Background: an optimization exercise with open tools, aiming at small area. Do not read the settings as production practice.
In this exercise RTL edits were held to simulation tests only and were not proved equivalent to the original.
In run 5 the design's own scripts or RTL, not TritonCTS, make the clock network.
The clock input has no modelled driver; a real chip could not lean on it and would need a root buffer or a full tree.
Power is estimated from default activity; no workload was simulated.

[design/flow/config.mk]
export PLATFORM = sky130hd
export DESIGN_NAME = b12
export DESIGN_NICKNAME = b12
export VERILOG_FILES = /design/flow/design.v
export SDC_FILE = /design/flow/constraint.sdc
export NUM_CORES = 4
export LEC_CHECK = 0
export ABC_AREA = 1
export CAP_MARGIN = 20
export CORE_MARGIN = 2
export CORE_UTILIZATION = 70
export SLEW_MARGIN = 20
[design/flow/constraint.sdc]
create_clock -name core_clock -period 5.0 [get_ports {clock}]
set_input_delay 1.0000 -clock core_clock [delete_from_list [all_inputs] [get_ports {clock}]]
set_output_delay 1.0000 -clock core_clock [all_outputs]
set_load 0.01 [all_outputs]
[design/flow/design.v]
module b12(
  input            clock,
  input            reset,
  input            start,
  input      [3:0] k,
  output           nloss,
  output     [3:0] nl,
  output reg       speaker
);
  localparam [3:0]
    C_G0 = 4'd4,  C_G2 = 4'd3,  C_G3 = 4'd0,  C_G4 = 4'd9,  C_G5 = 4'd7,
    C_G8 = 4'd2,  C_G9 = 4'd1,
    C_G6 = 4'd5,  C_G11 = 4'd12, C_G10a = 4'd11, C_W0 = 4'd10,
    C_G7 = 4'd13, C_G12 = 4'd8, C_W1 = 4'd14, C_G10 = 4'd15;
  reg       L;           
  reg [3:0] c;           
  reg [4:0] scan, mx, lvl;
  reg [5:0] cnt;
  reg [4:0] ph;
  reg [1:0] dout, din, nxt;
  reg [2:0] ctr;
  reg       s;
  reg [1:0] ring [0:31];
  wire cdone = (cnt == 6'd33);
  wire last  = (scan == mx);
  wire sG2  = (c == C_G2),  sG5 = (c == C_G5), sG6 = (c == C_G6), sG7 = (c == C_G7);
  wire sG9  = (c == C_G9),  sG10 = (c == C_G10), sG10a = (c == C_G10a);
  wire sG11 = (c == C_G11), sG12 = (c == C_G12), sW0 = (c == C_W0), sW1 = (c == C_W1);
  wire       kany = |k;
  wire [1:0] kidx = k[0] ? 2'd0 : k[1] ? 2'd1 : k[2] ? 2'd2 : 2'd3;
  wire       key  = sG10 && !cdone && kany;
  wire [4:0] finc = scan + 5'd1;
  wire adv  = sG5 || sG6 || sG7 || sG10a || sG11 || sG12;
  wire zero = sG2 || sG10 || (L && (sG10a || sG11 || sG12)) || (!L && adv && last);
  wire [4:0] fidx = zero ? 5'd0 : adv ? finc : scan;
  integer i;
  always @(posedge clock) begin
    for (i = 0; i < 31; i = i + 1) ring[i] <= ring[i+1];
    ring[31] <= (!L && ph == mx) ? din : ring[0];
  end
  always @(posedge clock)
    if (fidx[2:0] == ph[2:0]) nxt <= ring[{fidx[4:3] - ph[4:3], 3'b000}];
  always @(posedge clock)
    if (reset) ph <= 5'd0;
    else       ph <= ph + 5'd1;
  wire [1:0] rdat = (!L && last) ? din : nxt;
  always @(posedge clock) begin
    if (sG5 || sG10a || (cdone && (sG6 || sG11)))   cnt <= {1'b0, lvl};
    else if (sG9)                                   cnt <= 6'd0;
    else if (cdone && (sG7 || sG12 || sW0 || sW1))  cnt <= 6'd25;
    else                                            cnt <= cnt + 6'd1;
    if (c == C_G0 || sG2 || c == C_G3 || c == C_G4 || c == C_G8 || sG9) dout <= rdat;
    else if (key)      dout <= kidx;
    if (sG2 || (cdone && (sG7 || sG12 || sG10))) scan <= fidx;
    if (start) mx <= 5'd0;
    else if (cdone && (sG10 || (L && sG12))) mx <= scan;
    else if (cdone && !L && sG12 && last) mx <= finc;
    if (start) lvl <= 5'd0;
    else if (cdone && !L && sG12 && last) lvl <= finc;
    if (sG2) din <= ph[1:0];
  end
  always @(posedge clock) begin
    if (reset) begin
      L <= 1'b0; c <= C_G0;
    end else if (start) begin
      L <= 1'b0; c <= C_G2;
    end else begin
      if (sG10 && cdone) L <= 1'b1;
      else if (key)      L <= (dout != kidx);
      case (c)
        C_G0:   ;
        C_G2:   c <= C_G3;
        C_G3:   c <= C_G4;
        C_G4:   c <= C_G5;
        C_G5:   c <= C_G6;
        C_G6:   if (cdone) c <= C_G7;
        C_G7:   if (cdone) c <= !last ? C_G3 : L ? C_W0 : C_G8;
        C_G8:   c <= C_G9;
        C_G9:   c <= C_G10;
        C_G10:  if (cdone) c <= C_G3; else if (kany) c <= C_G10a;
        C_G10a: c <= C_G11;
        C_G11:  if (cdone) c <= C_G12;
        C_G12:  if (cdone) c <= L ? C_G3 : !last ? C_G8 : (mx != 5'd31) ? C_G2 : C_W0;
        C_W0:   if (cdone) c <= C_W1;
        C_W1:   if (cdone) c <= C_W0;
        default: c <= C_G0;
      endcase
    end
  end
  wire play = sG6 || sG11 || sG10a || sW0;
  wire lit  = sG6 || sG11 || (L && sW0);
  wire [2:0] thr = sW0 ? (L ? 3'd1 : 3'd6) : {1'b0, dout} + 3'd2;
  assign nloss = L;
  assign nl = (!L && sW1) ? 4'b1111 : lit ? (4'b0001 << dout) : 4'b0000;
  always @(posedge clock) begin
    if (reset) begin
      s <= 1'b0; speaker <= 1'b0;
    end else if (play && ctr > thr) begin
      s <= ~s; speaker <= ~s;
    end else if (!play)
      speaker <= 1'b0;
    if (play && !(ctr > thr)) ctr <= ctr + 3'd1;
    else                      ctr <= 3'd0;
  end
endmodule
[design/flow/flow/run.sh]
#!/bin/bash
# Layout flow: the standard ORFS flow (standard.sh) with these changes:
#  1. after the standard synthesis, the combinational cells of the netlist are
#     re-mapped by ABC with an area script; every register instance (name,
#     cell type, connections to D/DE/Q nets) is kept. The new netlist is used
#     only if a SAT proof shows every register input and every output is the
#     same function of the register outputs and inputs as before.
#  2. before floorplan repair, combinational cells start at minimum drive.
#  3. ports are buffered with buf_1; CTS uses clkbuf_8 and no dummy loads.
# Each tool writes its full output to a log file in this folder.
set -o pipefail
here=$(pwd)
R=$here/orfs/results/$FLOW_PLATFORM/b12/base
LIB=$FLOW_HOME/platforms/sky130hd/lib/sky130_fd_sc_hd__tt_025C_1v80.lib
export PRE_FLOORPLAN_TCL=$here/flow/downsize.tcl
export BUFFER_PORTS_ARGS="-buffer_cell sky130_fd_sc_hd__buf_1"
export CTS_ARGS="-sink_clustering_enable -repair_clock_nets -buf_list sky130_fd_sc_hd__clkbuf_8 -dont_use_dummy_load -sink_clustering_size 30 -sink_clustering_max_diameter 150"

bash standard.sh $R/1_2_yosys.v > standard_synth.log 2>&1 || exit 1

# --- re-map the combinational logic
mkdir -p reopt
cp $R/1_2_yosys.v reopt/std.v
python3 flow/filtlib.py $LIB reopt/comb.lib > reopt_filtlib.log 2>&1
cat > reopt/reopt.ys <<YS
read_liberty -ignore_miss_func $LIB
read_verilog reopt/std.v
hierarchy -top $FLOW_TOP
setattr -mod -set keep_hierarchy 1 sky130_fd_sc_hd__dfxtp_1 sky130_fd_sc_hd__edfxtp_1 sky130_fd_sc_hd__conb_1
flatten
opt -purge
abc -liberty reopt/comb.lib -script flow/reopt.abc
opt_clean -purge
stat -liberty $LIB
select $FLOW_TOP
write_verilog -noattr -noexpr -selected reopt/new.v
YS
yosys -l reopt_yosys.log -q reopt/reopt.ys > /dev/null 2>&1
ok=0
if [[ -s reopt/new.v ]]; then
  python3 flow/cutff.py reopt/std.v reopt/a.v > reopt_cut.log 2>&1 &&
  python3 flow/cutff.py reopt/new.v reopt/b.v >> reopt_cut.log 2>&1 &&
  cat > reopt/eq.ys <<YS
read_liberty -ignore_miss_func $LIB
read_verilog reopt/a.v
rename $FLOW_TOP gold
read_verilog reopt/b.v
rename $FLOW_TOP gate
hierarchy -check
flatten
opt_clean
miter -equiv -flatten -make_assert gold gate m
hierarchy -top m
sat -verify -prove-asserts m
YS
  yosys -l reopt_equiv.log -q reopt/eq.ys > /dev/null 2>&1 && grep -q "SUCCESS" reopt_equiv.log && ok=1
fi
nstd=$(grep -cE "sky130_fd_sc_hd__(dfxtp|edfxtp)_" reopt/std.v)
nnew=$(grep -cE "sky130_fd_sc_hd__(dfxtp|edfxtp)_" reopt/new.v 2>/dev/null || echo 0)
if [[ $ok == 1 && $nstd == $nnew ]]; then
  echo "re-mapped netlist proven equivalent; using it" > reopt_result.log
  cp reopt/new.v $R/1_2_yosys.v
else
  echo "re-mapped netlist not used (proof $ok, registers $nstd/$nnew)" > reopt_result.log
fi

bash standard.sh > standard.log 2>&1
[design/flow/flow/cutff.py]
# cutff.py in.v out.v : remove flop instances; their Q nets become inputs
# q_<inst>, their D/DE nets become outputs d_<inst>/de_<inst>. The result is
# a purely combinational module whose ports depend only on flop names.
import re, sys
src, dst = sys.argv[1:3]
t = open(src).read()
clean = lambda s: re.sub(r'[^A-Za-z0-9_]', '_', s)
newin, newout, assigns = [], [], []
def repl(im):
    inst = clean(im.group(2).lstrip('\\').strip())
    pins = dict((p, n.strip()) for p, n in re.findall(r'\.(\w+)\(([^()]*)\)', im.group(3)))
    newin.append(('q_' + inst, pins['Q']))
    newout.append(('d_' + inst, pins['D']))
    if 'DE' in pins: newout.append(('de_' + inst, pins['DE']))
    return ''
t = re.sub(r'(sky130_fd_sc_hd__(?:dfxtp|edfxtp)_\d)\s+(\\\S+\s|\w+)\s*\((.*?)\);', repl, t, flags=re.S)
m = re.search(r'module\s+(\w+)\s*\(([^)]*)\);', t)
ports = m.group(2).strip() + ', ' + ', '.join(p for p, _ in newin + newout)
decl = ''.join('  input %s;\n' % p for p, _ in newin) + ''.join('  output %s;\n' % p for p, _ in newout)
decl += ''.join('  assign %s = %s ;\n' % (n, p) for p, n in newin)
decl += ''.join('  assign %s = %s ;\n' % (p, n) for p, n in newout)
t = t[:m.start()] + 'module %s(%s);\n' % (m.group(1), ports) + decl + t[m.end():]
t = re.sub(r'^(\s*)input clock;', r'\1input clock;', t, flags=re.M)
open(dst, 'w').write(t)
print(len(newin), 'flops cut', file=sys.stderr)
[design/flow/flow/downsize.tcl]
# Before floorplan repair: put every combinational cell at its smallest
# drive strength (same function and pins); repair_timing sizes up where needed.
set lib_cells {}
foreach inst [get_cells *] {
  set master [get_property $inst ref_name]
  if {![regexp {^(sky130_fd_sc_hd__)([a-z0-9]+)_([0-9]+)$} $master -> pre base drv]} { continue }
  if {[regexp {^(df|edf|sdf|sedf|dl|tap|fill|decap|conb|clk)} $base]} { continue }
  foreach d {0 1 2} {
    if {$d >= $drv} { break }
    set cand "${pre}${base}_${d}"
    set lc [get_lib_cells -quiet */$cand]
    if {[llength $lc] == 0} { continue }
    if {[get_property [lindex $lc 0] dont_use]} { continue }
    replace_cell $inst [lindex $lc 0]
    puts "downsize [get_property $inst full_name] $master -> $cand"
    break
  }
}
[design/flow/flow/filtlib.py]
# Write a copy of the liberty file keeping only the combinational cells ABC
# may use: no dont-use, no lpflow/probe/clock/delay cells, drive <= 2.
import re, sys
src, dst = sys.argv[1], sys.argv[2]
txt = open(src).read()
head_end = txt.index('cell (')
out = [txt[:head_end]]
i = head_end
pat = re.compile(r'\n\s*cell \(\s*"?([A-Za-z0-9_]+)"?\s*\)\s*\{')
starts = [m for m in pat.finditer(txt)]
keep = 0
for k, m in enumerate(starts):
    name = m.group(1)
    # find matching brace
    j = m.end(); depth = 1
    while depth:
        c = txt[j]
        if c == '{': depth += 1
        elif c == '}': depth -= 1
        j += 1
    body = txt[m.start():j]
    base = name.replace('sky130_fd_sc_hd__', '')
    mm = re.match(r'([a-z0-9]+)_(\d+)$', base)
    ok = mm is not None
    if ok:
        b, d = mm.group(1), int(mm.group(2))
        if d > 2 or (re.match(r'(lpflow|probe|clk|dly|dlygate|df|edf|sdf|sedf|dl|sdl|tap|fill|decap|diode|conb|bufinv|bufbuf|buf|einv|ebuf)', b) and b != 'buf'):
            ok = False
        if 'ff (' in body or 'latch (' in body or 'statetable' in body:
            ok = False
    if ok:
        out.append(body); keep += 1
out.append('\n}\n')
open(dst, 'w').write(''.join(out))
print('kept', keep, file=sys.stderr)
[design/flow/flow/reopt.abc]
strash
&get -n
&st
&deepsyn -T 20
&put
dch -f
amap
strash
dch -f
amap
topo
[design/flow/standard.sh]
#!/bin/bash
# synth_recipe.tcl (not shown) runs the flow's synth.tcl, then flattens the netlist and writes it again
# the make line also repeats each setting of config.mk as NAME=value (left out here)
make -C /OpenROAD-flow-scripts/flow DESIGN_CONFIG=/design/flow/config.mk WORK_HOME=/design/flow/orfs CLKGATE_MAP_FILE= SYNTH_SCRIPT=/design/flow/synth_recipe.tcl "${@:-finish}"
==> results.txt, run 1 <==
Run status
The flow ran to the end and the layout has no timing, DRC or antenna violations.

Floorplanning
The effective utilization at floorplan is around three quarters. The die is ~75 um tall. The number of placed I/O pins is 13. The die is around 75 um wide.

The area enclosed by the die boundary is between 5000 and 6000 um2. The core region is ~4800 um2. Row generation in the floorplan step produced 25 rows.

Logic synthesis
The average instance in the mapped netlist occupies 9.85 um2. The number of warnings printed during yosys synthesis is 2. The synthesized cell area is around 3500 um2.

Synthesis handed over a netlist of between 300 and 400 instances. The number of nets handed over by synthesis was roughly 360.

Critical path
The endpoint of the worst setup timing path is nxt[1]. The slowest stage of the critical path belongs to the cell dfxtp_1. Counting cells, the worst reg-to-reg path comes to 18.

For the worst setup path, the data arrival time is about 4400 ps. In this design, the stage delay of the slowest critical-path cell is 420 ps. The critical path starts at c[1]. The reg-to-reg setup timing slack is just over 700 ps. The critical path is of the flip-flop to flip-flop type. The worst register-to-register path begins at c[1]. STA classifies the critical path startpoint as a flip-flop. The largest fanout of any net on the critical path is 7. The critical path capture point type is a flip-flop.

In this run the critical register-to-register path is captured at nxt[1]. Counting stages on the worst path, the most repeated cell is inv_1. The signal on the critical path passes through inv_1 -> nor2_1 -> inv_1 -> a21oi_1 -> inv_1 -> nor2_1 -> inv_1 -> nor2_1 -> o21ai_0 -> nor2_1 -> inv_1 -> a222oi_1 -> nor2_1 -> a21oi_1 -> inv_1 -> o22ai_1 -> a21oi_1 -> a221o_1.

STA puts the critical path data required time at around 5000 ps.

Timing
The routed design could run at a clock period as short as 4290 ps. Across the routed clock network, the largest skew measured is 23.3 ps. The number of hold violations in the final report is 0.

In the finished design, the share of the clock period the worst path needs comes to between 80% and 90%. The measured slew at the worst slew-check pin is around 610 ps. Setup repair after global routing left no endpoint under its margin. The final sum of negative setup slack is 0 ps. The final-report setup violation count is 0. The fmax is ~230 MHz. The worst pin sits at a relative slew slack of 58.6%. The max-slew violation count is 0.

Place
The HPWL after detailed placement is 5760 um. The routability congestion estimate is about 0.98. The number of buffers inserted by port buffering is 12. Summing all placed instances gives a cell area of around 3600 um2.

Final layout
The antenna cell count is 0. The post-route cell area is between 3000 and 4000 um2. At the end of the flow the core is filled with cells to 78.8%. The synthesis-to-finish area growth is 7.43%. The filler cells instantiated in the layout total roughly 330. The total number of nets in the final design is between 300 and 400. The post-route netlist has under 10% of its cells at a drive strength greater than 1.

GRT
The via count of the first global-routing pass is 2594. Global routing finished with a remaining overflow of 0. The maximum number of pins on one net before global-route repair is 18.

The number of antenna violations at the first check in global routing is 0. The first global-routing pass estimated 12200 um of wire. The overall global routing resource usage is between 30% and 40%.

Hold path
The tightest min-delay check is of the flip-flop to flip-flop type.

Detailed routing
The aggregate routed wire length is around 7700 um. The number of nets with antenna violations after routing is 0. In the final routed layout, each cell accounts on average for 17.3 um. The first-pass detailed-route iteration total is 4. For this block, the via count after detailed routing is about 2600.

The detailed router's first-iteration violation count is 268. The mean number of vias per cell is 5.92. For this run, design rule violations remaining after detail routing come to 0.

Clock tree
The post-cts gate resize count is 0. The post-cts hold buffer count is 0. The total setup buffers inserted after CTS is 0. After clock tree synthesis, the clock-pin slew on the worst setup and hold paths is 70 ps. The clock root buffer is clkbuf_8. The buffer levels on the longest clock path is 2. The number of clock sinks is about 110. The number of levels the H-tree was split into is 3. Clock tree synthesis inserted a total of 9 buffers. TritonCTS built the clock tree. Clock latency on the worst-skew pair, taken at its later pin, is 360 ps.

Power
The power density of the placed cells is ~430 nW/um2. Sequential cells account for ~65% of the total power. The clock network is responsible for between 20% and 30% of the overall power. The largest voltage drop on the vdd net is between 0.3 and 0.4 mV.

The leakage power figure is approximately 1.5 nW. The net switching power figure is slightly above 400 uW. The share of total power consumed by net switching is ~25%. The share of total power in combinational logic is about a tenth. The design draws roughly 1.6 mW.

The internal power of the cells totals 1.22 mW.

Run
The number of maximum-capacitance constraint violations is 0.
[final cells by class]
cell class                      count  area [um2]  share of cell area [%]
Clock buffer                        9         124                    3.31
Inverter                           51         191                    5.11
Multi-Input combinational cell    197        1060                    28.4
Sequential cell                   106        2230                    59.6
Tap cell                           67        83.8                    2.24
Timing Repair Buffer               13        50.0                    1.34
[metrics by stage]
step,hold slack [ps],instances,setup slack (ps)
floorplan,310,354,1610
global placement,312,433,1230
detailed placement,312,433,829
CTS,329,442,825
global route,331,443,299
finish,328,443,708
[layer usage]
layer	part of all wire (%)	track usage [%]	routed length (um)
met1	41	34.0	3130
met2	49	51.7	3760
met3	5.5	9.08	424
met4	4.5	19.0	346
met5	0	0	0
[flip-flops by register name, summed over array words and instances (netlist names), 2 cells and up]
register  count
c             4
cnt           6
mx            5
ctr           3
din           2
ring         64
ph            5
lvl           5
nxt           2
dout          2
scan          5
[power groups by stage]
stage,Sequential [mW],Combinational (mW),Clock (mW)
after floorplan,1.04,0.131,0
after global placement,1.06,0.157,0
after detailed placement,1.07,0.169,0
after CTS,1.05,0.170,0.406
after global routing,1.06,0.194,0.433
final,1.05,0.174,0.401
[worst min path at each step]
stage / cells after the start / startpoint / to
floorplan: 0 / ring[1][0] / ring[0][0]
global placement: 0 / ring[17][0] / ring[16][0]
detailed placement: 0 / ring[28][1] / ring[27][1]
CTS: 0 / ring[29][1] / ring[28][1]
global route: 0 / ring[29][1] / ring[28][1]
finish: 0 / ring[29][0] / ring[28][0]
[cell usage in the layout (no fill, tap or decap), types with 6 or more instances in the layout]
master and n:
o22a_1 7, a21oi_1 18, a222oi_1 6, buf_1 12, inv_1 51, nor2_1 59, o21ai_0 23, clkbuf_8 9
nor3_1 6, edfxtp_1 11, o22ai_1 15, nand2_1 18, a211oi_1 6, dfxtp_1 95
[critical path, delay by kind of cell (launching register included)]
| family | cells | cell delay, ps |
|---|---|---|
| AOI/OAI and AO/OA | 7 | 1870 |
| and+or+nand+nor | 5 | 910 |
| buffers and inverters | 6 | 840 |
| DFF | 1 | 420 |
==> run 2, diff against run 1 <==
--- a/design/flow/flow/run.sh
+++ b/design/flow/flow/run.sh
@@ -14,7 +14,7 @@
 LIB=$FLOW_HOME/platforms/sky130hd/lib/sky130_fd_sc_hd__tt_025C_1v80.lib
 export PRE_FLOORPLAN_TCL=$here/flow/downsize.tcl
 export BUFFER_PORTS_ARGS="-buffer_cell sky130_fd_sc_hd__buf_1"
-export CTS_ARGS="-sink_clustering_enable -repair_clock_nets -buf_list sky130_fd_sc_hd__clkbuf_8 -dont_use_dummy_load -sink_clustering_size 30 -sink_clustering_max_diameter 150"
+export CTS_ARGS="-sink_clustering_enable -repair_clock_nets -buf_list sky130_fd_sc_hd__clkbuf_8 -dont_use_dummy_load -sink_clustering_size 50 -sink_clustering_max_diameter 250"
 
 bash standard.sh $R/1_2_yosys.v > standard_synth.log 2>&1 || exit 1
 
==> run 2 against run 1 <==
Compared with the run above:
- still clean
- critical path depth unchanged
- flip-flop and latch count stayed put
- clock-buffer cell count did not move
- clock skew did not move
- die area stayed put
- cell count is the same
==> results.txt, run 2 <==
Timing
After layout, the worst path uses between 80% and 90% of the clock period. Setup repair after global routing left no endpoint under its margin. For the final database, setup skew stands at between 20 and 25 ps. The final-report setup violation count is 0. The number of hold violations in the final report is 0. The fmax is about 230 MHz. The measured slew at the worst slew-check pin is a little over 600 ps. Setup total negative slack on the finished layout was measured at 0 ps. The worst pin sits at a relative slew slack of a little under 60%. The clock period minus worst slack is ~4300 ps. The max-slew violation count is 0.

Critical path
Walking the worst path, the cells encountered are inv_1 -> nor2_1 -> inv_1 -> a21oi_1 -> inv_1 -> nor2_1 -> inv_1 -> nor2_1 -> o21ai_0 -> nor2_1 -> inv_1 -> a222oi_1 -> nor2_1 -> a21oi_1 -> inv_1 -> o22ai_1 -> a21oi_1 -> a221o_1. Counting buffers and inverters, the worst setup path is 18 cells deep. The critical path capture point type is a flip-flop. STA puts the critical path data required time at 5090 ps. The reg-to-reg setup timing slack is 710 ps. The kind of cell adding the most delay to the critical path is compound AO/OA/AOI/OAI gates.

The worst setup path category is flip-flop to flip-flop. The worst-case reg-to-reg path depth is 18. The type of origin of the critical path is a flip-flop. The buffering stage count on the worst path with inverters included is 6.

In this run the worst path has a maximum fanout of 7. The largest single stage delay on the critical path is between 400 and 500 ps. The worst register-to-register path begins at c[1]. STA puts the critical path data arrival time at 4390 ps. The slowest stage of the critical path is the dfxtp_1 cell. The cell repeated most along the worst path is inv_1.

The capture point of the worst reg-to-reg path is nxt[1]. The most critical setup path has its endpoint at nxt[1]. The first element of the critical path is c[1].

Run
Across the run, the number of max-cap violations was 0.

Detailed routing
In the routed layout, each cell is associated on average with a via count of 5.92. In the final routed layout, each cell accounts on average for roughly 17 um. For this block, the initial DRC count from the detailed router was between 200 and 300. The aggregate routed wire length is 7660 um. The number of nets with antenna violations after routing is 0. Across all layers, the routed design uses between 2000 and 3000 vias.

The post-detailed-route DRC marker count is 0. The first TritonRoute pass finished after 4 iterations.

Final layout
The repair_antennas step left the layout with diodes totalling 0. The final design utilization is 78.8%. For this run, the post-layout net count is between 300 and 400. The area growth from synthesis to layout is 7.43%.

Counting flops per register, the top entry is ring. The register with the most flip-flops in the layout has 64 of them. The post-route cell area is about 3700 um2.

The largest registers in the layout are ring (64), cnt (6). Leaving out fill and tap cells, the most frequent cell in the layout is dfxtp_1. The library cells used most frequently in the layout, excluding fill and tap cells, are dfxtp_1, nor2_1, inv_1. The fraction of layout instances using a drive strength above 1 is roughly 2.7%.

Floorplanning
In this run the count of I/O pins placed on the die edge is 13. For this configuration, the core starts out at a cell density of about three quarters. The die covers about 5600 um2. The total core area is around 4800 um2.

In this run the core area contains 25 standard-cell rows. The height of the die is between 70 and 80 um. In this run the horizontal extent of the chip is approximately 75 um.

GRT
Entering global routing, the biggest net connects 18 pins. Summed over all layers, the global routing overflow is 0. For this run, the total global-route usage over all layers was measured as 30.7%.

The via count of the first global-routing pass is about 2600. The first global-routing pass estimated roughly 12000 um of wire. The number of antenna violations at the first check in global routing is 0.

Clock tree
The clock root buffer is clkbuf_8. The post-cts gate resize count is 0. The total setup buffers inserted after CTS is 0.

The TritonCTS clock tree is done. In this run, CTS created clock tree buffers numbering 9. The number of clock sinks is 106. At the later pin of the worst-skew pair, clock insertion delay measures between 300 and 400 ps. The clock input transition at the sequential cells of the worst setup and hold paths is around 70 ps.

The number of levels the H-tree was split into is 3. The buffer levels on the longest clock path is 2. The post-cts hold buffer count is 0.

Power
The internal power of the cells totals around 1.2 mW. The portion of total power attributed to the clock network is roughly a quarter. Summed over all nets, the switching power comes to slightly above 400 uW. Per report_power, the combinational group accounts for between 10% and 20% of the total. Net switching is between 20% and 30% of the power. The sequential group share of total power is between 60% and 70%. The power density of the placed cells is between 400 and 500 nW/um2. In this run the static leakage power is approximately 1.5 nW. The largest voltage drop on the vdd net is roughly 0.35 mV. Summing internal, switching and leakage power gives 1.63 mW.

Logic synthesis
Synthesis produced roughly 350 cells. During synthesis, Yosys emitted a total of 2 warnings. The synthesized cell area is 3490 um2.

The synthesized net count is about 360. In this run the mean area of a mapped cell was a little under 10 um2.

Place
Routability-driven placement finished with a final weighted congestion of between 0.9 and 1. The sum of net half-perimeters after detailed placement is roughly 5800 um. The number of buffers inserted by port buffering is 12. The standard cell area after detailed placement is roughly 3600 um2.

Run status
The flow ran to the end and the layout has no timing, DRC or antenna violations.

Hold path
The startpoint of the lowest-slack hold path is ring[29][0]. The path class of the tightest hold or removal check is flip-flop to flip-flop.
run 2: area by class of cell:
class | count | area (um2)
inverters | 51 | 191
flip-flops and latches | 106 | 2230
multi-input cells | 197 | 1060
clock buffers | 9 | 124
well taps | 67 | 83.8
repair buffers | 13 | 50.0
fillers | 331 | 1010
run 2: worst min path at each step:
stage / to / depth (start not counted)
2_1_floorplan: ring[0][0] / 0
3_3_place_gp: ring[16][0] / 0
3_5_place_dp: ring[27][1] / 0
4_1_cts: ring[28][1] / 0
5_1_grt: ring[28][1] / 0
6_report: ring[28][0] / 0
run 2: worst register-to-register path, cell delays in order (launching register included):
cell      delay (ps)
dfxtp_1          420
inv_1            150
nor2_1           230
inv_1            130
a21oi_1          360
inv_1            180
nor2_1           300
inv_1            150
nor2_1           100
o21ai_0          100
nor2_1           200
inv_1            110
a222oi_1         400
nor2_1            80
a21oi_1          280
inv_1            120
o22ai_1          270
a21oi_1          120
a221o_1          350
run 2: routing by layer:
layer | vias up | track usage, % | routed length, um
li1 | 1276 | - | -
met1 | 1197 | 34.0 | 3130
met2 | 114 | 51.7 | 3760
met3 | 34 | 9.08 | 424
met4 | 0 | 19.0 | 346
met5 | - | 0 | 0
run 2: power by group through the flow:
stage	Clock (mW)	Combinational, mW	Sequential (mW)
after floorplan	0	0.131	1.04
after global placement	0	0.157	1.06
after detailed placement	0	0.169	1.07
after CTS	0.406	0.170	1.05
after global routing	0.433	0.194	1.06
final	0.401	0.174	1.05
run 2: through the flow:
stage	hold WS (ps)	std cells	worst slack (ps)
5_1_grt	331	443	299
4_1_cts	329	442	825
3_3_place_gp	312	433	1230
2_1_floorplan	310	354	1610
6_report	328	443	708
3_5_place_dp	312	433	829
==> run 3, diff against run 2 <==
--- a/design/flow/flow/run.sh
+++ b/design/flow/flow/run.sh
@@ -14,7 +14,7 @@
 LIB=$FLOW_HOME/platforms/sky130hd/lib/sky130_fd_sc_hd__tt_025C_1v80.lib
 export PRE_FLOORPLAN_TCL=$here/flow/downsize.tcl
 export BUFFER_PORTS_ARGS="-buffer_cell sky130_fd_sc_hd__buf_1"
-export CTS_ARGS="-sink_clustering_enable -repair_clock_nets -buf_list sky130_fd_sc_hd__clkbuf_8 -dont_use_dummy_load -sink_clustering_size 50 -sink_clustering_max_diameter 250"
+export CTS_ARGS="-sink_clustering_enable -repair_clock_nets -buf_list sky130_fd_sc_hd__clkbuf_8 -dont_use_dummy_load"
 
 bash standard.sh $R/1_2_yosys.v > standard_synth.log 2>&1 || exit 1
 
==> run 3 against run 2 <==
Compared with the run above:
- clock skew unchanged
- maximum frequency did not move
- clock-buffer cell count did not move
- cell count unchanged
- critical endpoint unchanged
==> results.txt, run 3 <==
Run status
The flow ran to the end and the layout has no timing, DRC or antenna violations.

Detailed routing
The aggregate routed wire length is about 7700 um. The detailed router's first-iteration violation count is about 270. The first-pass detailed-route iteration total is 4. The detail route stage leaves a number of antenna-violating nets equal to 0. The total via count after detailed routing is roughly 2600. The mean number of vias per cell is ~5.9. The post-detailed-route DRC marker count is 0. The routed wirelength normalized by instance count is between 15 and 20 um.

Timing
Setup repair after global routing left no endpoint under its margin. At the pin with the least slew margin, the transition time is approximately 600 ps. Headroom to the max-slew limit came out at a little under 60%. On the final layout, the worst clock skew is 23.3 ps. Dividing the final minimum period by the clock period gives around 86%.

The max-slew violation count came to 0. The worst path needs 4290 ps of the cycle, external delays included. The final-report setup violation count is 0.

The number of hold violations in the final report was 0. The fmax is approximately 230 MHz. The final sum of negative setup slack is 0 ps.

Power
The power consumption is 1.63 mW. Power spread over the standard cell area amounts to 434 nW/um2. The largest voltage drop on the vdd net is 0.355 mV. For this design the static power due to leakage is roughly 1.5 nW.

GRT
The first global-routing pass estimated about 12000 um of wire. Global routing used a little under a third of the available tracks. The number of antenna violations at the first check in global routing is 0.

The via count of the first global-routing pass is about 2600. The total congestion overflow is 0. Entering global routing, the biggest net connects 18 pins.

Critical path
STA puts the critical path data arrival time at about 4400 ps. The largest single stage delay on the critical path is 420 ps. The kind of cell adding the most delay to the critical path is compound AO/OA/AOI/OAI gates.

In this run the worst setup path begins at c[1]. The critical path required time is about 5100 ps. Counting both buffers and inverters, the worst setup path holds a total of 6. The critical path capture point type is a flip-flop. The worst setup path is launched from a flip-flop.

The largest fanout of any net on the critical path is 7. The startpoint of the worst-slack reg-to-reg timing path is c[1]. The worst setup path category is flip-flop to flip-flop.

The critical path goes through inv_1 -> nor2_1 -> inv_1 -> a21oi_1 -> inv_1 -> nor2_1 -> inv_1 -> nor2_1 -> o21ai_0 -> nor2_1 -> inv_1 -> a222oi_1 -> nor2_1 -> a21oi_1 -> inv_1 -> o22ai_1 -> a21oi_1 -> a221o_1. The slowest stage of the critical path belongs to the cell dfxtp_1. The cell repeated most along the worst path is inv_1.

Final layout
The register with the most flip-flops in the layout has 64 of them. Cells with a size suffix above 1 make up under 10% of the layout. The largest registers in the layout are ring (64), cnt (6).

The total number of nets in the final design is 385. The count of fill cells added during filler insertion is between 300 and 400. The number of cells in the finished layout apart from fillers is 443.

Registers take between 2000 and 2500 um2. The repair_antennas step left the layout with diodes totalling 0. The area growth from synthesis to layout is 7.43%.

Leaving out fill and tap cells, the most frequent cell in the layout is dfxtp_1. Leaving out fill and tap cells, the most frequent cells in the layout are dfxtp_1, nor2_1, inv_1. In the final layout, the multi-input gates occupy around 1100 um2. The register with the highest flop count is ring.

Clock tree
The tree is rooted in a clkbuf_8. The number of clock sinks is 106. The clock passes through at most 2 buffers. The clock latency on the worst-skew pair is between 300 and 400 ps. The clock input transition at the sequential cells of the worst setup and hold paths is 70 ps.

The number of levels the H-tree was split into is 3. The TritonCTS buffer count is 9. TritonCTS built the clock tree.

Hold repair after CTS inserted 0 buffers. The post-cts gate resize count is 0. After clock tree synthesis, the setup repair step added 0 buffers.

Floorplanning
The effective utilization at floorplan is ~73%. The die covers between 5000 and 6000 um2. After floorplanning, the core was sized to cover about 4800 um2.

The number of placed I/O pins is 13. The horizontal die dimension is approximately 75 um. The initialized floorplan defines 25 standard-cell rows. From bottom edge to top edge, the die measures 74.6 um.

Logic synthesis
The gate count after technology mapping is roughly 350. The synthesized cell area is 3490 um2. For this run, the number of Yosys warnings is 2. The synthesized net count is roughly 360. In this run the mean area of a mapped cell was ~9.9 um2.

Place
Counting tap cells, the placed design contains a total of approximately 430 instances. The number of buffers inserted by port buffering is 12. At the end of routability-driven placement, the weighted congestion stood at ~0.98. The sum of net half-perimeters after detailed placement is about 5800 um.

Hold path
The startpoint of the lowest-slack hold path is ring[29][0]. The worst hold path belongs to the class flip-flop to flip-flop.

Run
The tool flagged a number of max-cap violations equal to 0.
## run 3: per-stage QoR
step,hold slack [ps],utilization (%),worst slack [ps],instance area [um2]
6_report,328,78.8,708,3750
2_1_floorplan,310,-,1610,3490
3_3_place_gp,312,76.1,1230,3620
4_1_cts,329,78.7,825,3740
5_1_grt,331,78.8,299,3750
3_5_place_dp,312,76.1,829,3620
## run 3: path summary, 6_finish.rpt
path | endpoint | slack (ps) | depth (start not counted)
worst max-delay path | nxt[1] | 710 | 18
worst min-delay path | ring[28][0] | 330 | 0
worst max register to register | nxt[1] | 710 | 18
worst min register to register | ring[28][0] | 330 | 0
## run 3: final cells by class
cell class,count,share of cell area (%)
Multi-Input combinational cell,197,28.4
Sequential cell,106,59.6
Clock buffer,9,3.31
Inverter,51,5.11
Timing Repair Buffer,13,1.34
Tap cell,67,2.24
## run 3: report_power, final
group	switching (mW)	internal (mW)	total, mW	leakage [nW]
clock network	0.239	0.162	0.401	0.0647
logic	0.105	0.0684	0.174	0.508
registers	0.0639	0.989	1.05	0.895
total	0.408	1.22	1.63	1.47
## run 3: per-layer routing
metal	up-vias	wire length, um	part of all wire [%]	track usage [%]
met5	-	0	0	0
met4	0	346	4.5	19.0
met3	34	424	5.5	9.08
met2	114	3760	49	51.7
met1	1197	3130	41	34.0
li1	1276	-	-	-
## run 3: worst reg2reg max path: cells and delay by family (launching register included)
family,cells,cell delay [ps]
AND/OR/NAND/NOR,5,910
flip-flops,1,420
buffers and inverters,6,840
AO/OA/AOI/OAI,7,1880
==> run 4, diff against run 3 <==
==> design/flow/flow/run.sh (replaced) <==
#!/bin/bash
# Layout flow: the standard ORFS flow (standard.sh) with these changes:
#  1. after the standard synthesis, the combinational cells of the netlist are
#     re-mapped by ABC for area (two rounds, four random seeds each, smallest
#     kept); every register instance (name, cell type, D/DE/Q nets) is kept.
#     A result is used only if a SAT proof shows every register input and
#     every output is the same function of register outputs and inputs as in
#     the standard netlist.
#  2. before floorplan repair, combinational cells start at minimum drive.
#  3. ports are buffered with buf_1; CTS uses clkbuf_8 and no dummy loads.
# Each tool writes its full output to a log file in this folder.
set -o pipefail
here=$(pwd)
R=$here/orfs/results/$FLOW_PLATFORM/b12/base
LIB=$FLOW_HOME/platforms/sky130hd/lib/sky130_fd_sc_hd__tt_025C_1v80.lib
export PRE_FLOORPLAN_TCL=$here/flow/downsize.tcl
export BUFFER_PORTS_ARGS="-buffer_cell sky130_fd_sc_hd__buf_1"
export CTS_ARGS="-sink_clustering_enable -repair_clock_nets -buf_list sky130_fd_sc_hd__clkbuf_8 -dont_use_dummy_load"

bash standard.sh $R/1_2_yosys.v > standard_synth.log 2>&1 || exit 1

mkdir -p reopt
cp $R/1_2_yosys.v reopt/std.v
python3 flow/filtlib.py $LIB reopt/comb.lib > reopt_filtlib.log 2>&1
python3 flow/cutff.py reopt/std.v reopt/gold.v > reopt_cut.log 2>&1

# remap IN OUT SEED: ABC area re-mapping of the combinational cells
remap() {
  printf 'strash\n&get -n\n&st\n&deepsyn -T 20 -S %s\n&put\ndch -f\namap\nstrash\ndch -f\namap\ntopo\n' $3 > reopt/s$3.abc
  local b=$(basename $2 .v)
  cat > reopt/r_$b.ys <<YS
read_liberty -ignore_miss_func $LIB
read_verilog $1
hierarchy -top $FLOW_TOP
setattr -mod -set keep_hierarchy 1 sky130_fd_sc_hd__dfxtp_1 sky130_fd_sc_hd__edfxtp_1 sky130_fd_sc_hd__conb_1
flatten
opt -purge
abc -liberty reopt/comb.lib -script reopt/s$3.abc
opt_clean -purge
stat -liberty $LIB
select $FLOW_TOP
write_verilog -noattr -noexpr -selected $2
YS
  yosys -l reopt_yosys_$b.log -q reopt/r_$b.ys > /dev/null 2>&1
}
# proven FILE: SAT proof against the standard netlist, and same registers
proven() {
  python3 flow/cutff.py $1 reopt/cand.v >> reopt_cut.log 2>&1 || return 1
  [[ $(grep -cE "sky130_fd_sc_hd__(dfxtp|edfxtp)_" $1) == $(grep -cE "sky130_fd_sc_hd__(dfxtp|edfxtp)_" reopt/std.v) ]] || return 1
  cat > reopt/eq.ys <<YS
read_liberty -ignore_miss_func $LIB
read_verilog reopt/gold.v
rename $FLOW_TOP gold
read_verilog reopt/cand.v
rename $FLOW_TOP gate
hierarchy -check
flatten
opt_clean
miter -equiv -flatten -make_assert gold gate m
hierarchy -top m
sat -verify -prove-asserts m
YS
  yosys -l reopt_equiv_$(basename $1 .v).log -q reopt/eq.ys > /dev/null 2>&1 && grep -q SUCCESS reopt_equiv_$(basename $1 .v).log
}
area() { grep "Chip area for top" reopt_yosys_$(basename $1 .v).log 2>/dev/null | awk '{print $NF}'; }

best=reopt/std.v
for round in 1 2; do
  for s in 1 2 3 4; do remap $best reopt/n${round}_$s.v $((round*10+s)) & done
  wait
  cand=$(for s in 1 2 3 4; do f=reopt/n${round}_$s.v; a=$(area $f); [[ -s $f && -n $a ]] && echo "$a $f"; done | sort -n | head -1 | awk '{print $2}')
  if [[ -n $cand ]] && proven $cand; then best=$cand; fi
  echo "round $round: best $best $(area $best)" >> reopt_result.log
done
if [[ $best != reopt/std.v ]]; then
  cp $best $R/1_2_yosys.v
  echo "using $best" >> reopt_result.log
else
  echo "using the standard netlist" >> reopt_result.log
fi

bash standard.sh > standard.log 2>&1
removed: design/flow/flow/reopt.abc
==> run 4 against run 3 <==
Compared with the run above:
- still clean
- power shrank 5.4%
- cell count is 0.68% lower
- worst hold slack got worse by 14 ps
- critical endpoint unchanged
==> results.txt, run 4 <==
Floorplanning
In this run the horizontal extent of the chip is roughly 74 um. After floorplanning, the core was divided into 25 placement rows. During I/O placement, the number of pins put on the boundary was 13. For this configuration, the core starts out at a cell density of between 70% and 80%. The height of the die is approximately 74 um. The area enclosed by the die boundary is about 5500 um2. The total area inside the core boundary comes to 4750 um2.

Critical path
The critical path capture point type is a flip-flop. The worst setup path category is flip-flop to flip-flop. Of all nets on the critical path, the largest fanout is 6. The critical path required time is just over 5000 ps. The worst endpoint data arrival time is roughly 3600 ps.

The worst setup path is launched from a flip-flop.

Timing
The number of hold violations in the final report is 0. Setup repair after global routing left no endpoint under its margin. The worst relative slew slack is about 30%. The clock period minus worst slack is ~3500 ps.

The max-slew violation count is 0. Setup total negative slack on the finished layout was measured at 0 ps. For the pin with the worst max-slew slack, the measured transition is ~1000 ps. The part of the cycle the worst path needs is a little over two thirds. Clock skew on the completed layout was measured at between 30 and 40 ps.

The final-report setup violation count is 0. The fmax is roughly 280 MHz.

Final layout
Leaving out fill and tap cells, the most frequent cell in the layout is dfxtp_1. The flip-flop count of the largest register after layout is between 60 and 70. After filler insertion, the fill cell instance count of the layout stands at ~330.

The repair_antennas step left the layout with diodes totalling 0. The number of cells in the finished layout apart from fillers is 440. The area growth from synthesis to layout is 7.29%.

In the final layout, the registers with the most flip-flops are ring (64), cnt (6). The total number of nets in the final design is between 300 and 400. The library cells used most frequently in the layout, excluding fill and tap cells, are dfxtp_1, inv_1, nor2_1. Of the cells placed in the final design, the portion with a size suffix greater than 1 is 2.41%.

ring holds more flip-flops than any other register. After routing the design area is 3720 um2.

Clock tree
In this run the deepest clock path goes through 2 buffers. The number of clock sinks is between 100 and 150. TritonCTS built the clock tree. The TritonCTS buffer count is 9.

After clock tree synthesis, the repair step resized 0 gates. The number of levels the H-tree was split into is 3. The clock latency on the worst-skew pair is 360 ps. The tree is rooted in a clkbuf_8.

After clock tree synthesis, the clock-pin slew on the worst setup and hold paths is roughly 100 ps. The total setup buffers inserted after CTS is 0. The post-cts hold buffer count is 0.

Hold path
The class of the worst hold path is flip-flop to flip-flop.

Detailed routing
For this block, the initial DRC count from the detailed router was 230. The first-pass detailed-route iteration total is 6. The aggregate routed wire length is about 6900 um. For this run, design rule violations remaining after detail routing come to 0. The total via count after detailed routing is about 2600. The number of nets with antenna violations after routing is 0.

Dividing the detail-routed via count by the number of cells gives 5.81. The routed wirelength normalized by instance count is ~16 um.

Logic synthesis
The synthesized cell area is between 3000 and 4000 um2. A synthesized cell averages between 9 and 10 um2. Counting every net in the synthesized netlist gives roughly 360. The cell count after synthesis came out at ~350. The Yosys step of the flow raised 2 warnings.

GRT
The number of antenna violations at the first check in global routing is 0. The via count of the first global-routing pass is approximately 2300. The maximum number of pins on one net before global-route repair is 18. Across every metal layer, demand over resource in global routing totals approximately 27%.

The first global-routing pass estimated about 11000 um of wire. Global routing finished with a remaining overflow of 0.

Power
For this design the static power due to leakage is roughly 1.4 nW. The power density of the placed cells is around 410 nW/um2. In this run switching power makes up between 20% and 30% of total power. The largest voltage drop on the vdd net is between 0.3 and 0.4 mV. Of the total power, the clock network draws 25.6%. The sequential group share of total power is roughly 64%. The share of total power in combinational logic is ~10%. The net switching power figure is 369 uW. The cell-internal power is 1.17 mW.

Run status
The run finished with no timing, DRC or antenna violations.

Place
Detailed placement finished with a half-perimeter wire length of 5090 um. The routability congestion estimate is approximately 0.96. The total instance count after detailed placement is ~430. The standard cell area after detailed placement is 3590 um2. The number of buffers inserted by port buffering is 12.

Run
The number of maximum-capacitance constraint violations is 0.
## run 4: power groups by stage
stage / registers [mW] / logic, mW / clock network (mW)
floorplan: 0.994 / 0.120 / 0
global placement: 1.01 / 0.144 / 0
detailed placement: 1.01 / 0.152 / 0
CTS: 0.993 / 0.153 / 0.399
global route: 1.00 / 0.174 / 0.431
finish: 0.992 / 0.154 / 0.394
## run 4: layer usage
| layer | vias up | track usage [%] | wire length [um] | part of all wire (%) |
|---|---|---|---|---|
| li1 | 1261 | - | - | - |
| met1 | 1173 | 36.1 | 3100 | 45 |
| met2 | 104 | 42.5 | 3150 | 46 |
| met3 | 20 | 6.78 | 406 | 5.9 |
| met4 | 0 | 14.1 | 193 | 2.8 |
| met5 | - | 0 | 0 | 0 |
## run 4: stage by stage
stage               power [mW]  hold slack [ps]  utilization, %  worst slack (ps)
floorplan                 1.11              310               -              2160
global placement          1.15              311            75.6              1920
detailed placement        1.16              312            75.6              1560
CTS                       1.54              314            78.2              1540
global route              1.61              315            78.2              1180
finish                    1.54              314            78.2              1480
## run 4: worst max-delay path, stage by stage, from the launching register on
cell      delay [ps]
edfxtp_1         430
a222oi_1         340
o221ai_1         180
a21oi_1          150
nand2_1          110
nor2_1           330
or3_1            300
o22ai_1          170
o21ai_0          410
inv_1            140
o22ai_1          270
inv_1            110
o22ai_1          210
o22ai_1          100
## run 4: path summary, 6_finish.rpt
kind	to	cells after the start	slack [ps]	startpoint
min reg2reg	ring[30][0]	0	310	ring[31][0]
min	ring[30][0]	0	310	ring[31][0]
max reg2reg	nxt[1]	13	1480	scan[1]
max	nxt[1]	13	1480	scan[1]
## run 4: final cells by class
class	instances	area (um2)	area share, %
Tap cell	67	83.8	2.25
Timing Repair Buffer	12	45.0	1.21
Clock buffer	9	124	3.33
Multi-Input combinational cell	188	1020	27.3
Inverter	58	218	5.85
Sequential cell	106	2230	60.0
==> run 5, diff against run 4 <==
--- a/design/flow/flow/run.sh
+++ b/design/flow/flow/run.sh
@@ -7,7 +7,11 @@
 #     every output is the same function of register outputs and inputs as in
 #     the standard netlist.
 #  2. before floorplan repair, combinational cells start at minimum drive.
-#  3. ports are buffered with buf_1; CTS uses clkbuf_8 and no dummy loads.
+#  3. ports are buffered with buf_1.
+#  4. the clock tree is built by flow/cts_hook.tcl (a clkbuf_2 root and six
+#     clkbuf_8 leaves, one per cluster of nearby flip-flops) in place of
+#     TritonCTS; the CTS step's placement legalization and timing repair run
+#     as usual.
 # Each tool writes its full output to a log file in this folder.
 set -o pipefail
 here=$(pwd)
@@ -15,7 +19,7 @@
 LIB=$FLOW_HOME/platforms/sky130hd/lib/sky130_fd_sc_hd__tt_025C_1v80.lib
 export PRE_FLOORPLAN_TCL=$here/flow/downsize.tcl
 export BUFFER_PORTS_ARGS="-buffer_cell sky130_fd_sc_hd__buf_1"
-export CTS_ARGS="-sink_clustering_enable -repair_clock_nets -buf_list sky130_fd_sc_hd__clkbuf_8 -dont_use_dummy_load"
+export PRE_CTS_TCL=$here/flow/cts_hook.tcl
 
 bash standard.sh $R/1_2_yosys.v > standard_synth.log 2>&1 || exit 1
 
==> design/flow/flow/cts_hook.tcl (new file) <==
# Replace TritonCTS by a small balanced tree: a clkbuf_2 root on the clock
# port drives six clkbuf_8 leaves, each placed at the centre of a cluster of
# about 18 flip-flops (k-means on placement). ORFS's CTS step then legalizes
# the buffers and repairs setup and hold as usual.
source [file join [file dirname [info script]] mytree.tcl]
proc clock_tree_synthesis {args} {
  my_clock_tree 6 sky130_fd_sc_hd__clkbuf_8 sky130_fd_sc_hd__clkbuf_2
}
==> design/flow/flow/mytree.tcl (new file) <==
# Clock tree by hand: the flops on the clock net are split into N clusters by
# location (k-means); each cluster gets a leaf buffer at its centroid. With
# N <= 4 the leaves hang directly off the clock port, else off a root buffer.
proc my_clock_tree {nleaf leafcell rootcell} {
  set db [ord::get_db]
  set block [ord::get_db_block]
  set net [$block findNet clock]
  set sinks {}
  foreach it [$net getITerms] { lappend sinks $it }
  set pts {}
  foreach it $sinks {
    set loc [[$it getInst] getLocation]
    lappend pts [list [lindex $loc 0] [lindex $loc 1]]
  }
  # k-means, initial centres spread along x then y
  set idx [lsort -integer -indices -increasing [lmap p $pts {expr {[lindex $p 0]*4 + [lindex $p 1]}}]]
  set n [llength $pts]
  set cent {}
  for {set i 0} {$i < $nleaf} {incr i} { lappend cent [lindex $pts [lindex $idx [expr {int(($i + 0.5) * $n / $nleaf)}]]] }
  for {set iter 0} {$iter < 30} {incr iter} {
    # balanced assignment: each cluster takes at most ceil(n/nleaf)
    set cap [expr {int(ceil(double($n) / $nleaf))}]
    set pairs {}
    for {set j 0} {$j < $n} {incr j} {
      set p [lindex $pts $j]
      for {set i 0} {$i < $nleaf} {incr i} {
        set c [lindex $cent $i]
        lappend pairs [list [expr {abs([lindex $p 0]-[lindex $c 0]) + abs([lindex $p 1]-[lindex $c 1])}] $j $i]
      }
    }
    set pairs [lsort -real -index 0 $pairs]
    set asg [lrepeat $n -1]; set cnt [lrepeat $nleaf 0]
    foreach pr $pairs {
      lassign $pr d j i
      if {[lindex $asg $j] >= 0 || [lindex $cnt $i] >= $cap} continue
      lset asg $j $i; lset cnt $i [expr {[lindex $cnt $i] + 1}]
    }
    set new {}
    for {set i 0} {$i < $nleaf} {incr i} {
      set sx 0; set sy 0; set m 0
      for {set j 0} {$j < $n} {incr j} { if {[lindex $asg $j] == $i} { set p [lindex $pts $j]; incr sx [lindex $p 0]; incr sy [lindex $p 1]; incr m } }
      if {$m > 0} { lappend new [list [expr {$sx / $m}] [expr {$sy / $m}]] } else { lappend new [lindex $cent $i] }
    }
    set cent $new
  }
  set lm [$db findMaster $leafcell]
  if {$nleaf > 4} {
    set rm [$db findMaster $rootcell]
    set root [odb::dbInst_create $block $rm clkbuf_root]
    set sx 0; set sy 0
    foreach c $cent { incr sx [lindex $c 0]; incr sy [lindex $c 1] }
    $root setLocation [expr {$sx / $nleaf}] [expr {$sy / $nleaf}]
    $root setPlacementStatus PLACED
    [$root findITerm A] connect $net
    set rnet [odb::dbNet_create $block clknet_root]
    $rnet setSigType CLOCK
    [$root findITerm X] connect $rnet
    set drv $rnet
  } else { set drv $net }
  for {set i 0} {$i < $nleaf} {incr i} {
    set b [odb::dbInst_create $block $lm clkbuf_leaf_$i]
    set c [lindex $cent $i]
    $b setLocation [lindex $c 0] [lindex $c 1]
    $b setPlacementStatus PLACED
    [$b findITerm A] connect $drv
    set ln [odb::dbNet_create $block clknet_leaf_$i]
    $ln setSigType CLOCK
    [$b findITerm X] connect $ln
    for {set j 0} {$j < $n} {incr j} {
      if {[lindex $asg $j] == $i} {
        set it [lindex $sinks $j]
        $it disconnect
        $it connect $ln
      }
    }
    puts "clock leaf $i: [lindex $cnt $i] sinks"
  }
  $net setSigType CLOCK
  set_propagated_clock [all_clocks]
}
==> run 5 against run 4 <==
Compared with the run above:
- still clean on timing, DRC and antenna
- die area did not move
- maximum frequency shrank 1.5%
- combinational power about the same
- area after synthesis is the same
- critical endpoint is now nl[0]
- first-iteration DRC count decreased by 3.0%
==> results.txt, run 5 <==
Run status
The run finished with no timing, DRC or antenna violations.

Critical path
The longest individual stage delay on the worst path is 460 ps. The largest individual stage delay along the critical path comes from the cell dfxtp_1. The worst setup path category is flip-flop to output port.

STA puts the critical path data arrival time at roughly 2600 ps. The critical path goes through inv_1 -> nor2_1 -> inv_1 -> nor2_1 -> nor2_1 -> nor2_1 -> a21oi_1 -> or3_1 -> o21ai_0 -> buf_1. Of all nets on the critical path, the largest fanout is 7. The critical path capture point type is an output port. The worst setup path is launched from a flip-flop. The critical path required time is ~4000 ps. The cell repeated most along the worst path is nor2_1.

Run
The tool flagged a number of max-cap violations equal to 0.

Floorplanning
The effective utilization at floorplan is 72.9%. During I/O placement, the number of pins put on the boundary was 13. After floorplanning, the core was divided into 25 placement rows. The area enclosed by the die boundary is about 5500 um2. From bottom edge to top edge, the die measures approximately 74 um. The horizontal die dimension is around 74 um. The total core area is 4750 um2.

GRT
The total congestion overflow is 0. For this run, the total global-route usage over all layers was measured as 25.5%. The via count of the first global-routing pass came to between 2000 and 2500. The first-pass GRT wire length is 11000 um.

The number of antenna violations at the first check in global routing is 0. The maximum number of pins on one net before global-route repair is 19.

Place
During placement, the flow inserted port buffers numbering 12. In this run, placement finished with an instance count of roughly 430. Once detailed placement completed, the half-perimeter wirelength came to 5090 um. The placement-stage worst setup slack is between 1500 and 2000 ps.

The congestion estimate from routability-driven global placement came to between 0.9 and 1.

Final layout
The total number of nets in the final design is between 300 and 400. Once layout is complete, the utilization of the core stands at 77.4%. The largest registers in the layout are ring (64), cnt (6). The leading cell type in the layout, fill and taps excluded is dfxtp_1. The repair_antennas step left the layout with diodes totalling 0. The register with the highest flop count is ring. The top cell types in the final layout, fill and taps aside, are dfxtp_1, inv_1, nor2_1. The flip-flop count of the largest register after layout is 64. The synthesis-to-finish area growth is 6.25%. For this run, the number of standard cells in the final layout without fillers is 438. The fraction of layout instances using a drive strength above 1 is roughly 1.9%.

Logic synthesis
The gate count after technology mapping is ~350. Yosys printed 2 warnings. The synthesized area per cell is around 9.8 um2.

Synthesis produced a netlist with a net count of 359. The synthesized cell area is 3470 um2.

Timing
After layout, the worst path uses slightly above 70% of the clock period. Setup repair after global routing left no endpoint under its margin. The final-report setup violation count is 0. The measured slew at the worst slew-check pin is around 1000 ps. In the post-route analysis, the smallest setup slack over all paths is 1430 ps. For the final routed database, the setup TNS stands at 0 ps. For the final database, setup skew stands at 13.8 ps. The max-slew violation count is 0. The worst path needs roughly 3600 ps of the cycle, external delays included. The worst-case hold slack is ~320 ps. The fmax is 280 MHz. The worst relative slew slack is 28.8%. The number of hold violations in the final report is 0.

Power
VDD sags by at most ~0.37 mV. Sequential cells account for between 60% and 70% of the total power. The portion of total power attributed to the clock network is a little under a quarter. The power density of the placed cells is a little over 400 nW/um2. The share of total power consumed by net switching is between 20% and 30%. Summed over all cells, the static leakage comes to 1.42 nW. Of the total power, combinational logic draws approximately a tenth. The cell-internal power is between 1 and 1.5 mW.

For this design the total switching power over the nets is 365 uW.

Clock tree
The clock latency on the worst-skew pair is 490 ps. After clock tree synthesis, the clock-pin slew on the worst setup and hold paths is between 100 and 150 ps. The post-cts hold buffer count is 0.

The post-cts gate resize count is 0. The number of setup buffers added after CTS is 0.

Detailed routing
Once detail routing completed, the nets flagged for antenna violations numbered 0. The aggregate routed wire length is roughly 6800 um. In the routed layout, each cell is associated on average with a via count of slightly below 6. The detailed router's first-iteration violation count is between 200 and 250. Across all layers, the routed design uses between 2000 and 3000 vias. The routed wirelength normalized by instance count is roughly 15 um. For this run, the detailed router's first-pass iteration total came to 6. After detailed routing, the number of remaining DRC violations is 0.

Hold path
The worst hold path belongs to the class flip-flop to flip-flop.
[run 5: path summary, 6_finish.rpt]
path | slack [ps] | cells after the start | endpoint | startpoint
setup / recovery | 1430 | 10 | nl[0] | c[0]
hold / removal | 320 | 0 | ring[8][1] | ring[9][1]
setup reg to reg | 1450 | 14 | nxt[1] | mx[0]
hold reg to reg | 320 | 0 | ring[8][1] | ring[9][1]
[run 5: metal layers]
| metal | part of all wire (%) | global-route usage [%] | vias up | wire length [um] |
|---|---|---|---|---|
| met4 | 2.6 | 6.75 | 0 | 174 |
| li1 | - | - | 1259 | - |
| met5 | 0 | 0 | - | 0 |
| met3 | 5.9 | 2.03 | 16 | 398 |
| met1 | 44 | 35.7 | 1143 | 2990 |
| met2 | 47 | 43.4 | 118 | 3210 |
[run 5: worst max-delay path, delay by kind of cell, from the launching register on]
kind            cells  cell delay [ps]
simple gates        5              980
buf+inv             3              370
compound gates      2              270
flops               1              460
[run 5: layout make-up]
cell class	instances	area, um2
fillers	324	1070
plain buffers	7	87.6
multi-input cells	188	1020
repair buffers	12	45.0
well taps	67	83.8
flip-flops and latches	106	2230
inverters	58	218
[run 5: metrics by stage]
stage | power [mW] | area (um2)
global route | 1.55 | 3680
floorplan | 1.11 | 3470
finish | 1.49 | 3680
global placement | 1.15 | 3590
CTS | 1.49 | 3680
detailed placement | 1.16 | 3590
[run 5: power groups by stage]
stage	sequential, mW	combinational, mW	clock [mW]
floorplan	0.994	0.120	0
global placement	1.01	0.144	0
detailed placement	1.01	0.152	0
CTS	0.992	0.153	0.345
global route	1.00	0.174	0.372
finish	0.992	0.154	0.340

==> afterwards: timing with drivers on the ports <==
Ports are ideal in the flow. The routed layouts listed here were re-timed in OpenROAD.
Step 1: set_driving_cell puts a clkbuf_16 on clock and a buf_2 on each other input, an assumption about the parent block.
Step 2, shift: input delay + t, output delay - t, t = (earliest + latest rising clock arrival at the registers) / 2. This alone moves slack from input paths to output paths.
a / b / c = ideal / step 1 / step 2; a / b = the first two.
run	t, ns	setup WS [ns]	worst setup path after step 2	latest minus earliest clock arrival (ns)	slew at the worst register clock pin (ns)
run 1	0.382	0.708 / 0.708 / 0.708	register to register	0.023 / 0.024	0.09 / 0.09
run 2	0.382	0.708 / 0.708 / 0.708	register to register	0.023 / 0.024	0.09 / 0.09
run 3	0.382	0.708 / 0.708 / 0.708	register to register	0.023 / 0.024	0.09 / 0.09
run 4	0.376	1.480 / 1.480 / 1.480	register to register	0.032 / 0.031	0.10 / 0.10
run 5	0.511	1.426 / 1.402 / 1.450	register to register	0.014 / 0.014	0.11 / 0.11
After both steps every run listed still meets setup and hold.
